Background: an optimization exercise with open tools, aiming at small area and a short achievable clock period. Do not read the settings as production practice. Only simulation tests tie the RTL to the original design; equivalence was not proved. The flow treats the clock pin as an ideal source. Dropping or thinning the clock tree relies on that and would not hold on a real chip. Power is estimated from default activity; no workload was simulated.

Setup of the previous run:
## alu_top
module alu_top(
    input clk,
    input [7:0] a_in, b_in,
    input [3:0] command_in,
    input oe,
    output reg [15:0] d_out
    );
For scale: about 39 flip-flops, about 38 I/O pins, ~0.0056 sq mm of cells after synthesis.
clock: 30.0 ns
lec_check: 0
cap_margin: 20
core_margin: 2
core_utilization: 60
slew_margin: 20
standard.sh (not shown) runs the stock make flow with config.mk's settings and CLKGATE_MAP_FILE= SYNTH_SCRIPT=/design/flow/synth_recipe.tcl, a recipe that flattens the netlist after the stock synthesis.
==> flow/flow/run.sh <==
#!/bin/bash
# The standard layout, with plain buffers (buf_2) on the ports in place of the
# delay buffers buffer_ports picks by default, and timing repair asked to
# leave 23.3 ns of setup slack at the design's 30 ns clock (the SDC is
# unchanged).  Every tool's output goes to make.log here; ORFS also keeps
# each step's log under orfs/logs/.
set -euo pipefail
export BUFFER_PORTS_ARGS="-buffer_cell sky130_fd_sc_hd__buf_2"
export SETUP_SLACK_MARGIN=23.3
bash standard.sh > make.log 2>&1
The previous run finished every stage and its layout cleared the timing, design-rule and antenna checks.
Modified inputs, the current run compared to the previous run
==> flow/flow/run.sh <==
#!/bin/bash
# The standard layout, with plain buffers (buf_2) on the ports in place of the
# delay buffers buffer_ports picks by default, and a clock tree built from
# clkbuf_16 without sink clustering.  Every tool's output goes to make.log
# here; ORFS also keeps each step's log under orfs/logs/.
set -euo pipefail
export BUFFER_PORTS_ARGS="-buffer_cell sky130_fd_sc_hd__buf_2"
export CTS_ARGS="-repair_clock_nets -root_buf sky130_fd_sc_hd__clkbuf_16 -buf_list sky130_fd_sc_hd__clkbuf_16"
bash standard.sh > make.log 2>&1
--- outcome ---
- The current run: PASS, flow complete, no timing, DRC or antenna violations
- From the previous run to the current run the numbers moved as follows: sum of routed wire length over all layers flat, fraction of area in registers has remained practically unchanged, transition time of the tightest slew-check pin fell by 5.6 ps, total power now sits higher.
- Any difference in upper clock frequency limit between the previous run and the current run is small enough to ignore.
- Comparing the previous run and the current run, the lower non-clock buffer count was measured on the current run.
- Between the previous run and the current run, the difference in total standard cell area after synthesis is negligible.

========
alu_top, a different RTL version from the one above (not shown whole).
Size in the first run: ~39 flip-flops, ~38 I/O pins.
## alu_top
module alu_top(
    input clk,
    input [7:0] a_in, b_in,
    input [3:0] command_in,
    input oe,
    output reg [15:0] d_out
    );
Settings: LEC_CHECK=0, CAP_MARGIN=20, CORE_MARGIN=2, CORE_UTILIZATION=75, SLEW_MARGIN=20; clock period 30.0 ns.
==> flow/flow/run.sh <==
#!/bin/bash
# The standard layout, with plain buffers (buf_2) on the ports in place of the
# delay buffers buffer_ports picks by default.  Every tool's output goes to
# make.log here; ORFS also keeps each step's log under orfs/logs/.
set -euo pipefail
export BUFFER_PORTS_ARGS="-buffer_cell sky130_fd_sc_hd__buf_2"
bash standard.sh > make.log 2>&1
Edit:
==> flow/flow/run.sh (replaced) <==
#!/bin/bash
# The standard layout, with plain buffers (buf_2) on the ports in place of the
# delay buffers buffer_ports picks by default, and a clock tree of clkbuf_16.
# Every tool's output goes to make.log here; ORFS also keeps each step's log
# under orfs/logs/.
set -euo pipefail
export BUFFER_PORTS_ARGS="-buffer_cell sky130_fd_sc_hd__buf_2"
export CTS_ARGS="-sink_clustering_enable -repair_clock_nets -sink_clustering_size 40 -sink_clustering_max_diameter 200 -root_buf sky130_fd_sc_hd__clkbuf_16 -buf_list sky130_fd_sc_hd__clkbuf_16"
bash standard.sh > make.log 2>&1
Settings changed: CORE_UTILIZATION 75 to 60.
What happened:
- The changed run passed the timing, design-rule and antenna checks
- clock skew fell by 4.3 ps
- count of clock-buffer cells in the layout is unchanged
- worst hold slack is worse by 22 ps
- wire length fell slightly
- total power rose by a few percent
- synthesized cell count is unchanged
- die area rose by a quarter to a third
- worst setup slack is better by 150 ps
- sequential power fell slightly
- design area rose slightly
- global-route usage fell by 7.1 points
Edit:
==> flow/flow/run.sh (replaced) <==
#!/bin/bash
# The standard layout, with plain buffers (buf_2) on the ports in place of the
# delay buffers buffer_ports picks by default.  Every tool's output goes to
# make.log here; ORFS also keeps each step's log under orfs/logs/.
set -euo pipefail
export BUFFER_PORTS_ARGS="-buffer_cell sky130_fd_sc_hd__buf_2"
bash standard.sh > make.log 2>&1
Settings changed: CORE_UTILIZATION 60 to 88.
With this change the flow never finished: it broke off in 5_1_grt. Area after synthesis is unchanged. Synthesized cell count stays the same.
Edit:
Settings changed: CORE_UTILIZATION 88 to 60.
Result: Now the flow completed without violations. Synthesized cell count stays the same. Synthesized area is unchanged.

========
alu_top, a different RTL version from the one above (not shown whole).
For scale: about 740 cells after synthesis, about 39 flip-flops, about 6300 um^2 of cells after synthesis.
==> flow/config.mk <==
export PLATFORM = sky130hd
export DESIGN_NAME = alu_top
export DESIGN_NICKNAME = alu_top
export VERILOG_FILES = /design/flow/design.v
export SDC_FILE = /design/flow/constraint.sdc
export NUM_CORES = 4
export LEC_CHECK = 0
export CAP_MARGIN = 20
export CORE_MARGIN = 2
export CORE_UTILIZATION = 60
export CTS_CLUSTER_DIAMETER = 300
export CTS_CLUSTER_SIZE = 60
export SLEW_MARGIN = 20
==> flow/constraint.sdc <==
create_clock -name core_clock -period 30.0 [get_ports {clk}]
set_input_delay 6.0000 -clock core_clock [delete_from_list [all_inputs] [get_ports {clk}]]
set_output_delay 6.0000 -clock core_clock [all_outputs]
set_load 0.01 [all_outputs]
==> flow/flow/run.sh <==
#!/bin/bash
# The standard layout, with plain buffers (buf_2) on the ports in place of the
# delay buffers buffer_ports picks by default.  Every tool's output goes to
# make.log here; ORFS also keeps each step's log under orfs/logs/.
set -euo pipefail
export BUFFER_PORTS_ARGS="-buffer_cell sky130_fd_sc_hd__buf_2"
bash standard.sh > make.log 2>&1
The starting point finished clean.
Then changed:
==> flow/run.sh (new file) <==
#!/bin/bash
# synth_recipe.tcl (not shown) runs the flow's synth.tcl, then flattens the netlist and writes it again
# the make line also repeats each setting of config.mk as NAME=value (left out here)
make -C /OpenROAD-flow-scripts/flow DESIGN_CONFIG=/design/flow/config.mk WORK_HOME=/design/flow/orfs CLKGATE_MAP_FILE= SYNTH_SCRIPT=/design/flow/synth_recipe.tcl finish
--- a/flow/config.mk
+++ b/flow/config.mk
@@ -9,5 +9,3 @@
 export CORE_MARGIN = 2
 export CORE_UTILIZATION = 60
-export CTS_CLUSTER_DIAMETER = 300
-export CTS_CLUSTER_SIZE = 60
 export SLEW_MARGIN = 20
removed: flow/flow/run.sh
removed: flow/standard.sh
Sequential power is about the same.
Design area rises by 2.8%.
Sequential share of layout area goes down by 0.32 points.
Clock-buffer cell count went up by 1.
Die area is unchanged.
Non-clock buffer count is unchanged.
Combinational power barely changes.
Synthesized area is unchanged.
Total power goes up by 1.4%.
Setup slack gets worse by 430 ps.
Flip-flop and latch count does not change.
Then changed:
==> flow/flow/run.sh (new file) <==
#!/bin/bash
# The standard layout, with plain buffers (buf_2) on the ports in place of the
# delay buffers buffer_ports picks by default.  Every tool's output goes to
# make.log here; ORFS also keeps each step's log under orfs/logs/.
set -euo pipefail
export BUFFER_PORTS_ARGS="-buffer_cell sky130_fd_sc_hd__buf_2"
bash standard.sh > make.log 2>&1
==> flow/standard.sh (new file) <==
#!/bin/bash
# synth_recipe.tcl (not shown) runs the flow's synth.tcl, then flattens the netlist and writes it again
# the make line also repeats each setting of config.mk as NAME=value (left out here)
make -C /OpenROAD-flow-scripts/flow DESIGN_CONFIG=/design/flow/config.mk WORK_HOME=/design/flow/orfs CLKGATE_MAP_FILE= SYNTH_SCRIPT=/design/flow/synth_recipe.tcl "${@:-finish}"
removed: flow/run.sh
Non-clock buffer count is unchanged.
Clock-buffer cell count is lower by 1.
Maximum frequency is higher by about 6.4%.
Sequential cell count does not change.
Combinational power hardly moves.
Utilization is lower by 1.9 points.
Wire length is about the same.
Cell count does not change.
Global-route usage is lower by 0.95 points.
Design area is lower by 2.8%.
Area after synthesis stays the same.

========
Another version of the RTL of alu_top (not shown whole).
For scale: about 610 cells after synthesis, roughly 39 flip-flops, about 38 I/O pins, ~0.0054 mm² of cells after synthesis.
==> flow/config.mk <==
export PLATFORM = sky130hd
export DESIGN_NAME = alu_top
export DESIGN_NICKNAME = alu_top
export VERILOG_FILES = /design/flow/design.v
export SDC_FILE = /design/flow/constraint.sdc
export NUM_CORES = 4
export LEC_CHECK = 0
export CAP_MARGIN = 20
export CORE_MARGIN = 2
export CORE_UTILIZATION = 60
export SLEW_MARGIN = 20
==> flow/constraint.sdc <==
create_clock -name core_clock -period 30.0 [get_ports {clk}]
set_input_delay 6.0000 -clock core_clock [delete_from_list [all_inputs] [get_ports {clk}]]
set_output_delay 6.0000 -clock core_clock [all_outputs]
set_load 0.01 [all_outputs]
==> flow/flow/run.sh <==
#!/bin/bash
set -euo pipefail
export BUFFER_PORTS_ARGS="-buffer_cell sky130_fd_sc_hd__buf_2"
export SETUP_SLACK_MARGIN=23.4
R=orfs/results/$FLOW_PLATFORM/alu_top/base
bash standard.sh cts > make_cts.log 2>&1
IN_ODB=$R/4_cts.odb OUT_ODB=$R/4_cts.odb openroad -exit -no_init flow/flatclk.tcl > flatclk.log 2>&1
bash standard.sh > make.log 2>&1
==> flow/flow/flatclk.tcl <==
read_db $::env(IN_ODB)
set block [ord::get_db_block]
set root [$block findInst clkbuf_0_clk]
set clknet [[$root findITerm A] getNet]
set rootnet [[$root findITerm X] getNet]
set leaves {}
foreach it [$rootnet getITerms] {
  if {[$it getInst] ne $root} { lappend leaves $it }
}
if {[llength $leaves] > 4} { error "[llength $leaves] leaf buffers: more than the clock port may drive" }
foreach it $leaves {
  set leaf [$it getInst]
  $it disconnect
  $it connect $clknet
  set lnet [[$leaf findITerm X] getNet]
  foreach s [$lnet getITerms] {
    set i [$s getInst]
    if {$i eq $leaf} { continue }
    if {![[$i getMaster] isSequential]} {
      puts "removing dummy load [$i getName] [[$i getMaster] getName]"
      odb::dbInst_destroy $i
    }
  }
  puts "leaf [$leaf getName] drives [expr {[llength [$lnet getITerms]] - 1}] pins"
}
puts "removing root buffer [$root getName]"
odb::dbInst_destroy $root
odb::dbNet_destroy $rootnet
puts "clock port drives [llength [$clknet getITerms]] pins"
detailed_placement
check_placement -verbose
write_db $::env(OUT_ODB)
The starting point finished clean.
Next try:
Settings changed: CORE_UTILIZATION 60 to 67.
Effect: Design area stays flat. Power stays flat. Die area is lower by 10%.
Next try:
--- a/flow/flow/run.sh
+++ b/flow/flow/run.sh
@@ -3,3 +3,3 @@
 export BUFFER_PORTS_ARGS="-buffer_cell sky130_fd_sc_hd__buf_2"
-export SETUP_SLACK_MARGIN=23.4
+export SETUP_SLACK_MARGIN=23.45
 R=orfs/results/$FLOW_PLATFORM/alu_top/base
Settings changed: CORE_UTILIZATION 67 to 60.
Total power goes up by 0.58%.
Worst setup slack is worse by 14 ps.
Die area rose by 11%.
Count of clock-buffer cells in the layout is unchanged.
Final cell count climbs by 0.94%.
Global-route usage is lower by 3.5 points.
Sequential share of layout area barely changes.
Worst hold slack gets worse by 20 ps.
Sequential cell count does not change.

afterwards: timing with drivers on the ports:
Ports are ideal in the flow. The routed layouts listed here were re-timed in OpenROAD.
Step 1 assumes that a clkbuf_16 drives the clock port and a buf_2 every other input.
Step 2 times the ports against the registers' clock, not the clock port: input delays grow and output delays shrink by t, the midpoint of the rising clock arrivals with the driver on.
Slacks: no drivers / after step 1 / after step 2; pairs: no drivers / after step 1.
run | t, ns | setup WS [ns] | worst hold slack (ns) | worst setup path after step 2
the previous run | 0.335 | 23.264 / 23.226 / 23.204 | 0.786 / 0.786 / 0.786 | input to register
the current run | 0.328 | 23.281 / 23.239 / 23.213 | 0.786 / 0.786 / 0.786 | input to register
the first run of note 2 | 0.338 | 23.118 / 23.118 / 23.090 | 0.832 / 0.832 / 0.832 | input to register
the second run of note 2 | 0.330 | 23.273 / 23.235 / 23.080 | 0.810 / 0.810 / 0.810 | input to register
the fourth run of note 2 | 0.345 | 23.245 / 23.209 / 23.081 | 0.805 / 0.805 / 0.805 | input to register
the first run of note 3 | 0.351 | 23.246 / 23.211 / 23.089 | 0.611 / 0.611 / 0.611 | input to register
the second run of note 3 | 0.356 | 22.814 / 22.776 / 22.750 | 0.606 / 0.606 / 0.606 | input to register
the third run of note 3 | 0.351 | 23.246 / 23.211 / 23.089 | 0.611 / 0.611 / 0.611 | input to register
the first run of note 4 | 0.199 | 23.402 / 23.343 / 23.248 | 0.808 / 0.808 / 0.808 | input to register
the second run of note 4 | 0.191 | 23.418 / 23.361 / 23.345 | 0.835 / 0.835 / 0.835 | input to register
the third run of note 4 | 0.200 | 23.404 / 23.346 / 23.287 | 0.815 / 0.815 / 0.815 | input to register
After both steps setup and hold are still met in every run listed. For the second run of note 2, which loses most, drivers alone change the setup slack by -0.038 ns; drivers and shift together by -0.193 ns.
